Background: an optimization exercise with open tools, aiming at a short achievable clock period and few clock cycles. Do not read the settings as production practice. In this exercise RTL edits were held to simulation tests only and were not proved equivalent to the original.

## flow/config.mk

```make
export PLATFORM = sky130hd
export DESIGN_NAME = CPU
export DESIGN_NICKNAME = CPU
export VERILOG_FILES = /design/flow/design.v
export SDC_FILE = /design/flow/constraint.sdc
export NUM_CORES = 4
export LEC_CHECK = 0
export ABC_CLOCK_PERIOD_IN_PS = 2500
export CAP_MARGIN = 20
export CORE_MARGIN = 2
export CORE_UTILIZATION = 40
export SETUP_SLACK_MARGIN = 5
export SLEW_MARGIN = 20
```

## flow/constraint.sdc

```tcl
create_clock -name core_clock -period 10.0 [get_ports {clk}]
set_input_delay 2.0000 -clock core_clock [delete_from_list [all_inputs] [get_ports {clk}]]
set_output_delay 2.0000 -clock core_clock [all_outputs]
set_load 0.01 [all_outputs]
```

## flow/design.v

```verilog
module mul_s1(a, b, rows);
	input [15:0] a, b;
	output [16*6-1:0] rows;
	wire [15:0] pp [0:15];
	genvar i;
	generate for (i = 0; i < 16; i = i + 1) begin : g_pp
		assign pp[i] = (a << i) & {16{b[i]}};
	end endgenerate
	wire [15:0] s10, c10, s11, c11, s12, c12, s13, c13, s14, c14;
	csa u10(pp[0], pp[1], pp[2], s10, c10);
	csa u11(pp[3], pp[4], pp[5], s11, c11);
	csa u12(pp[6], pp[7], pp[8], s12, c12);
	csa u13(pp[9], pp[10], pp[11], s13, c13);
	csa u14(pp[12], pp[13], pp[14], s14, c14);
	wire [15:0] s20, c20, s21, c21, s22, c22;
	csa u20(s10, c10, s11, s20, c20);
	csa u21(c11, s12, c12, s21, c21);
	csa u22(s13, c13, s14, s22, c22);
	wire [15:0] s30, c30, s31, c31;
	csa u30(s20, c20, s21, s30, c30);
	csa u31(c21, s22, c22, s31, c31);
	assign rows = {s30, c30, s31, c31, c14, pp[15]};
endmodule
module mul_s2(rows, p);
	input [16*6-1:0] rows;
	output [15:0] p;
	wire [15:0] r0 = rows[15:0], r1 = rows[31:16], r2 = rows[47:32],
		r3 = rows[63:48], r4 = rows[79:64], r5 = rows[95:80];
	wire [15:0] s40, c40, s41, c41, s50, c50, s60, c60;
	csa u40(r0, r1, r2, s40, c40);
	csa u41(r3, r4, r5, s41, c41);
	csa u50(s40, c40, s41, s50, c50);
	csa u60(s50, c50, c41, s60, c60);
	assign p = s60 + c60;
endmodule
module csa(x, y, z, s, c);
	input [15:0] x, y, z;
	output [15:0] s, c;
	assign s = x ^ y ^ z;
	assign c = {(x[14:0] & y[14:0]) | (x[14:0] & z[14:0]) | (y[14:0] & z[14:0]), 1'b0};
endmodule
module CPU(clk, reset, memory_in, memory_addr, memory_out, memory_write);
	input clk, reset;
	input [15:0] memory_in;
	output [15:0] memory_addr, memory_out;
	output memory_write;
	reg [15:0] addr_q, sd_q;
	reg we_q;
	reg bk_fetch;             
	assign memory_addr = addr_q;
	assign memory_out = sd_q;
	assign memory_write = we_q;
	reg [15:0] pf;            
	reg [15:0] ir, irpc;      
	reg irv;
	reg hz;                   
	reg [15:0] rf [0:7];
	reg f_eq, f_ge;
	reg w2v, w2mul;
	reg [2:0] w2a;
	reg [16*6-1:0] mrows;
	wire [4:0] op = ir[15:11];
	wire [2:0] ra = ir[2:0], rb = ir[5:3], rc = ir[8:6];
	wire [4:0] imm5 = ir[10:6];
	wire [7:0] imm8 = ir[10:3];
	wire [10:0] imm11 = ir[10:0];
	wire [2:0] fn = op[2:0];
	wire valid = irv & ~hz;
	wire is_alu   = ~op[4];
	wire is_alur  = op[4:3] == 2'b00;
	wire is_alui  = op[4:3] == 2'b01;
	wire is_cmp   = op == 5'b11000;
	wire is_ldr   = op == 5'b11001;
	wire is_str   = op == 5'b11010;
	wire is_br    = op == 5'b11011;
	wire is_cmpi  = op == 5'b11100;
	wire is_ld    = op == 5'b11101;
	wire is_st    = op == 5'b11110;
	wire is_ldi   = op == 5'b11111;
	wire is_bcc   = op[4:3] == 2'b10;
	wire is_bl    = op == 5'b10111;
	wire is_mul   = is_alu & (fn == 3'd6);
	wire rd_ra = is_cmp | is_cmpi | is_str | is_st | is_br;
	wire rd_rb = is_alu | is_cmp | is_ldr | is_str;
	wire rd_rc = is_alur;
	wire stall = w2v & ((rd_ra & (w2a == ra)) | (rd_rb & (w2a == rb)) | (rd_rc & (w2a == rc)));
	wire go = valid & ~stall;
	wire [15:0] xa = rf[ra], xb = rf[rb], xc = rf[rc];
	wire [15:0] opa = (is_cmp | is_cmpi) ? xa : xb;
	wire [15:0] opb = is_alur ? xc : is_cmp ? xb : is_cmpi ? {8'd0, imm8} : {11'd0, imm5};
	reg [15:0] alu;
	always @(*) begin
		case (fn)
			3'd0: alu = opa + opb;
			3'd1: alu = opa - opb;
			3'd2: alu = ~opa;
			3'd3: alu = opa & opb;
			3'd4: alu = opa | opb;
			3'd5: alu = opa ^ opb;
			3'd6: alu = 16'd0;
			default: alu = (|opb[15:4]) ? 16'd0 : (opa >> opb[3:0]);
		endcase
	end
	wire [16*6-1:0] mrows_d;
	mul_s1 u_mul1(opa, opb, mrows_d);
	wire [15:0] mprod;
	mul_s2 u_mul2(mrows, mprod);
	reg cond;
	always @(*) begin
		case (fn)
			3'd0: cond = 1'b1;
			3'd1: cond = f_eq;
			3'd2: cond = ~f_eq;
			3'd3: cond = f_ge;
			3'd4: cond = ~f_ge;
			3'd5: cond = f_eq;
			3'd6: cond = ~f_eq;
			default: cond = 1'b1;
		endcase
	end
	wire take = go & ((is_bcc & cond) | is_br);
	wire [15:0] target = is_br ? xa : {5'd0, imm11};
	wire is_mem = is_ldr | is_str | is_ld | is_st;
	wire mem_go = go & is_mem;
	wire [15:0] daddr = (is_ld | is_st) ? {8'd0, imm8} : (xb + {11'd0, imm5});
	wire st_go = go & (is_str | is_st);
	wire x_we = go & ((is_alu & ~is_mul) | is_ldi | is_bl);
	wire [2:0] x_wa = is_bl ? 3'd7 : ra;
	wire [15:0] x_wd = is_ldi ? {8'd0, imm8} : is_bl ? irpc + 16'd1 : alu;
	wire [15:0] w2d = w2mul ? mprod : memory_in;
	wire accept = bk_fetch & ~take & ~(valid & stall);
	wire [15:0] pf_next = hz ? irpc : take ? target : accept ? addr_q + 16'd1 : pf;
	integer i;
	always @(posedge clk) begin
		for (i = 0; i < 8; i = i + 1) begin
			if (x_we && x_wa == i) rf[i] <= x_wd;
			else if (w2v && w2a == i) rf[i] <= w2d;
		end
		if (go & (is_alu | is_cmp | is_cmpi)) begin
			f_eq <= opa == opb;
			f_ge <= opa >= opb;
		end
		if (accept) begin
			ir <= memory_in;
			irpc <= addr_q;
		end
		if (st_go) sd_q <= xa;
		w2a <= ra;
		w2mul <= is_mul;
		mrows <= mrows_d;
	end
	always @(posedge clk or posedge reset) begin
		if (reset) begin
			addr_q <= 16'd0;
			we_q <= 1'b0;
			bk_fetch <= 1'b1;
			pf <= 16'd0;
			irv <= 1'b0;
			hz <= 1'b0;
			w2v <= 1'b0;
		end else begin
			pf <= pf_next;
			irv <= accept | (valid & stall);
			hz <= st_go & bk_fetch & (daddr == addr_q);
			w2v <= go & ((is_mem & ~(is_str | is_st)) | is_mul);
			if (mem_go) begin
				addr_q <= daddr;
				we_q <= is_str | is_st;
				bk_fetch <= 1'b0;
			end else begin
				addr_q <= pf_next;
				we_q <= 1'b0;
				bk_fetch <= 1'b1;
			end
		end
	end
endmodule
```

## flow/run.sh

```bash
#!/bin/bash
# synth_recipe.tcl (not shown) runs the flow's synth.tcl, then flattens the netlist and writes it again
# the make line also repeats each setting of config.mk as NAME=value (left out here)
make -C /OpenROAD-flow-scripts/flow DESIGN_CONFIG=/design/flow/config.mk WORK_HOME=/design/flow/orfs CLKGATE_MAP_FILE= SYNTH_SCRIPT=/design/flow/synth_recipe.tcl finish
```

==> results.txt <==
- Later-pin clock latency in the skew report: roughly 0.58 ns
- Mean number of vias per cell: approximately 6.6
- Dividing the final minimum period by the clock period gives 52.7%.
- Summing the areas of all xor and xnor instances in the mapped netlist gives under 10% of the synthesized area.
- The die is 241 um tall.
* Area share of and/or/nand/nor cells after synthesis: between 10% and 20%
* Full die area: around 58000 sq um
- In this run the worst path has a maximum fanout of 17.
- After synthesis, the largest family of logic cells by area is compound AO/OA/AOI/OAI gates.
* Final critical path time including I/O delays and setup: 5.27 ns
* Placer congestion estimate: around 1
- Average size of a mapped cell: 9.10 sq um
* Mapped Cells: 2469
- In the synthesized netlist the async set-or-reset flop fraction comes to 14.0%.
- The wire-length estimate of the detail-placed layout is slightly below 80000 um.
- Once detail routing completed, the nets flagged for antenna violations numbered 0.
- Class of the worst hold path: reg2reg
* Largest net degree at the start of global routing: 44
- Setup repair after global routing missed its margin: true
* Number of fill cells in the layout: between 5000 and 6000
* Clock tree from TritonCTS: built
- Met1 GRT Util: between 50% and 60%
- Net total in the final layout: roughly 2800
- After floorplanning, the core was divided into 86 placement rows.
- Summing the areas of all fa, ha and maj instances in the mapped netlist gives 13.0% of the synthesized area.
- At the worst endpoint, the required time is approximately 10 ns.
- Starting utilization of the core area: 40.6%
- Antenna violations before repair: 2
* Most common flop cell mapped by yosys: sky130_fd_sc_hd__edfxtp_1
- Number of global-route vias before repair: around 21000
- Summing every instance area after synthesis gives about 22000 sq um.
- Summed over all layers, the global routing overflow is 0.
- Cells with a size suffix above 1 make up a little under a fifth of the layout.
- The tightest hold path in the finished design has a slack of roughly 0.57 ns.
* Number of DRC markers in iteration 0: 3403
- Synthesized flop and latch total: 265
* Crit start category: flip-flop
- Final number of setup-violating endpoints: 0
- GR met2 Demand/Resource: a little over half
- Root Buffer Master: sky130_fd_sc_hd__clkbuf_16
- Quantity of hold-fixing buffers added after cts: 0
- Sequential cells were found to cover between 30% and 40% of the synthesized design area.
* Final total negative setup slack: 0 ns
- Slew @ Worst Pin: 1.10 ns
* Port Buffer Count: 50
- Nature of the critical path endpoint: flip-flop
- Synthesized-area fraction occupied by ao, oa, aoi and oai cells: between 20% and 30%
- Data arrives at the worst endpoint at between 5 and 6 ns.
- CTS built an H-tree with a depth of 2.
* Run status: complete, no violations
- Length of the first detailed-routing pass in iterations: 6
* Routing usage on met3: under 10%
- The global routing stage identified its most utilized layer as met2.
- Across the run, the number of max-cap violations was 0.
* Most common cell after layout, fill and taps aside: sky130_fd_sc_hd__nor2_1
- Clock-pin slew was measured on the worst setup and hold paths at about 0.06 ns.
* Clock buffer count from CTS: 34
- Area overhead of the layout relative to synthesis: 21.4%
- For the final database, setup skew stands at between 0.04 and 0.05 ns.
* Global-route wire length before repair: 155000 um
- Class of the most critical setup path: reg2reg
- The count of final max-slew check failures was 0.
- Final-report hold violation count: 0
* GR Util All Layers: around 37%
- Yosys mapped a number of flops with a built-in enable equal to between 150 and 200.
* Sink count of the clock tree: 265
* Boundary pin count: slightly above 50
- Via count: roughly 22000
- Max_slew headroom: approximately a quarter
- Synthesized net count: between 2000 and 3000
* Number of distinct standard cells referenced by the synthesized netlist: 96
- Number of warnings printed during yosys synthesis: 3
- Portion of netlist area occupied by mux cells: 8.54%
- For this block, the routed nets add up to 109000 um of wire.
* Placeable Area: around 55000 sq um
- Derived from the worst setup path, the maximum achievable clock frequency is around 190 MHz.
* Deepest clock path buffer count: 3
- Commonest cells after routing, fill and taps aside: 275 x sky130_fd_sc_hd__nor2_1, 210 x sky130_fd_sc_hd__nand2_1, 178 x sky130_fd_sc_hd__edfxtp_1, 141 x sky130_fd_sc_hd__a21oi_1, 126 x sky130_fd_sc_hd__buf_4
- # DRC: 0
- Drt wl/cell: around 33 um
* Die Width: 241 um
[path summary, 6_finish.rpt]
path,from,end,slack (ns),depth (start not counted)
worst max-delay path,ir[8]$_DFFE_PP_,rf[3][14]$_DFFE_PP_,4.73,18
worst min-delay path,pf[14]$_DFF_PP0_,pf[14]$_DFF_PP0_,0.57,2
worst max register to register,ir[8]$_DFFE_PP_,rf[3][14]$_DFFE_PP_,4.73,18
worst min register to register,pf[14]$_DFF_PP0_,pf[14]$_DFF_PP0_,0.57,2
max in group asynchronous,reset,irv$_DFF_PP0_,7.74,3
min in group asynchronous,reset,w2v$_DFF_PP0_,1.89,3
[flip-flops by register name (all words and copies together), names as in the netlist, 3 cells and up]
| signal | cells |
|---|---|
| rf | 128 |
| mrows | 46 |
| addr_q | 16 |
| ir | 16 |
| irpc | 16 |
| pf | 16 |
| sd_q | 16 |
| w2a | 3 |
[cell families after synthesis]
family          after synthesis
buf+inv                     310
simple gates                766
fa+ha+maj                   182
xor+xnor                    104
compound gates              671
flops                       265
mux                         171
[critical path, cell delays in order, from the launching register on]
cell,delay [ns]
sky130_fd_sc_hd__edfxtp_1,0.53
sky130_fd_sc_hd__buf_12,0.22
sky130_fd_sc_hd__mux2_2,0.36
sky130_fd_sc_hd__o221a_2,0.26
sky130_fd_sc_hd__o221ai_1,0.33
sky130_fd_sc_hd__o21ai_0,0.24
sky130_fd_sc_hd__a21o_2,0.35
sky130_fd_sc_hd__inv_1,0.31
sky130_fd_sc_hd__ha_1,0.35
sky130_fd_sc_hd__o21ai_0,0.12
sky130_fd_sc_hd__a21oi_1,0.26
sky130_fd_sc_hd__a311oi_2,0.09
sky130_fd_sc_hd__o21bai_1,0.24
sky130_fd_sc_hd__a21oi_2,0.12
sky130_fd_sc_hd__o311a_1,0.32
sky130_fd_sc_hd__a221oi_2,0.37
sky130_fd_sc_hd__a2111oi_4,0.06
sky130_fd_sc_hd__buf_6,0.19
sky130_fd_sc_hd__mux2_4,0.26
[cell usage after synthesis, drive strengths merged, types with 21 or more instances]
master | n | area [sq um]
a21oi | 157 | 790
fa | 86 | 1720
dfxtp | 50 | 1000
dfrtp | 36 | 901
buf | 62 | 342
o31ai | 21 | 168
nor2b | 32 | 200
o21ai | 112 | 561
nand3 | 65 | 330
xnor2 | 81 | 709
nand2 | 215 | 807
edfxtp | 178 | 5350
nand2b | 48 | 300
mux2i | 113 | 1130
nor2 | 286 | 1070
nor3 | 42 | 220
inv | 149 | 559
ha | 96 | 1200
a211oi | 32 | 245
xor2 | 23 | 201
clkbuf | 90 | 338
a31oi | 21 | 131
a221oi | 33 | 295
o22ai | 69 | 490
mux2 | 46 | 518
o211ai | 29 | 218
[metal layers]
| metal | wire length, um | up-vias | part of all wire, % |
|---|---|---|---|
| met5 | 0 | - | 0 |
| met4 | 5870 | 0 | 5.4 |
| met3 | 13100 | 317 | 12 |
| met2 | 45500 | 1677 | 42 |
| met1 | 44800 | 11000 | 41 |
| li1 | - | 9258 | - |
[metrics by stage]
| step | cell area (sq um) | instances | utilization (%) | setup slack [ns] |
|---|---|---|---|---|
| 2_1_floorplan | 22500 | 2469 | - | 4.99 |
| 3_3_place_gp | 23900 | 3187 | 43.2 | 3.15 |
| 3_5_place_dp | 23900 | 3189 | 43.2 | 2.86 |
| 4_1_cts | 26800 | 3333 | 48.4 | 4.82 |
| 5_1_grt | 27300 | 3353 | 49.3 | 4.68 |
| 6_report | 27300 | 3354 | 49.3 | 4.73 |
[repair_timing]
action | 4_1_cts | 5_1_grt
pin swaps | 34 | 35
resized for setup | 193 | 66
setup buffers | 70 | 19
endpoints found under the setup margin | 161 | 216
gates cloned | 13 | 1
[layout make-up]
| cell class | instances | area [sq um] | share of cell area [%] |
|---|---|---|---|
| repair inverters | 2 | 12.5 | 0.0459 |
| well taps | 748 | 936 | 3.43 |
| repair buffers | 224 | 2390 | 8.77 |
| multi-input cells | 1895 | 14900 | 54.4 |
| flip-flops and latches | 265 | 7270 | 26.7 |
| clock inverters | 17 | 221 | 0.812 |
| clock buffers | 44 | 910 | 3.33 |
| diodes | 1 | 2.50 | 0.00917 |
| inverters | 158 | 686 | 2.51 |
Testbench counts, summed over its fixed seeds: cycles 333,679.

[port drivers added, routing unchanged]
The flow's constraints put no driver on any port. The routed layout listed below was extracted and timed again, unchanged, in two steps.
Step 1 sets driving cells, clkbuf_16 on the clock port and buf_2 on the other inputs (assumed; they add their load-dependent delay and slew).
Step 2 times the ports against the registers' clock, not the clock port: input delays grow and output delays shrink by t, the midpoint of the rising clock arrivals with the driver on.
Slacks: ideal / step 1 / step 2; pairs: ideal / step 1.
t, ns: 0.621
setup WS [ns]: 4.730 / 4.730 / 4.730
worst setup path at the end: register to register
worst register clock-pin slew, ns: 0.07 / 0.07
After both steps setup and hold are still met in this run. For this run, drivers alone change the setup slack by 0.000 ns; drivers and shift together by 0.000 ns.
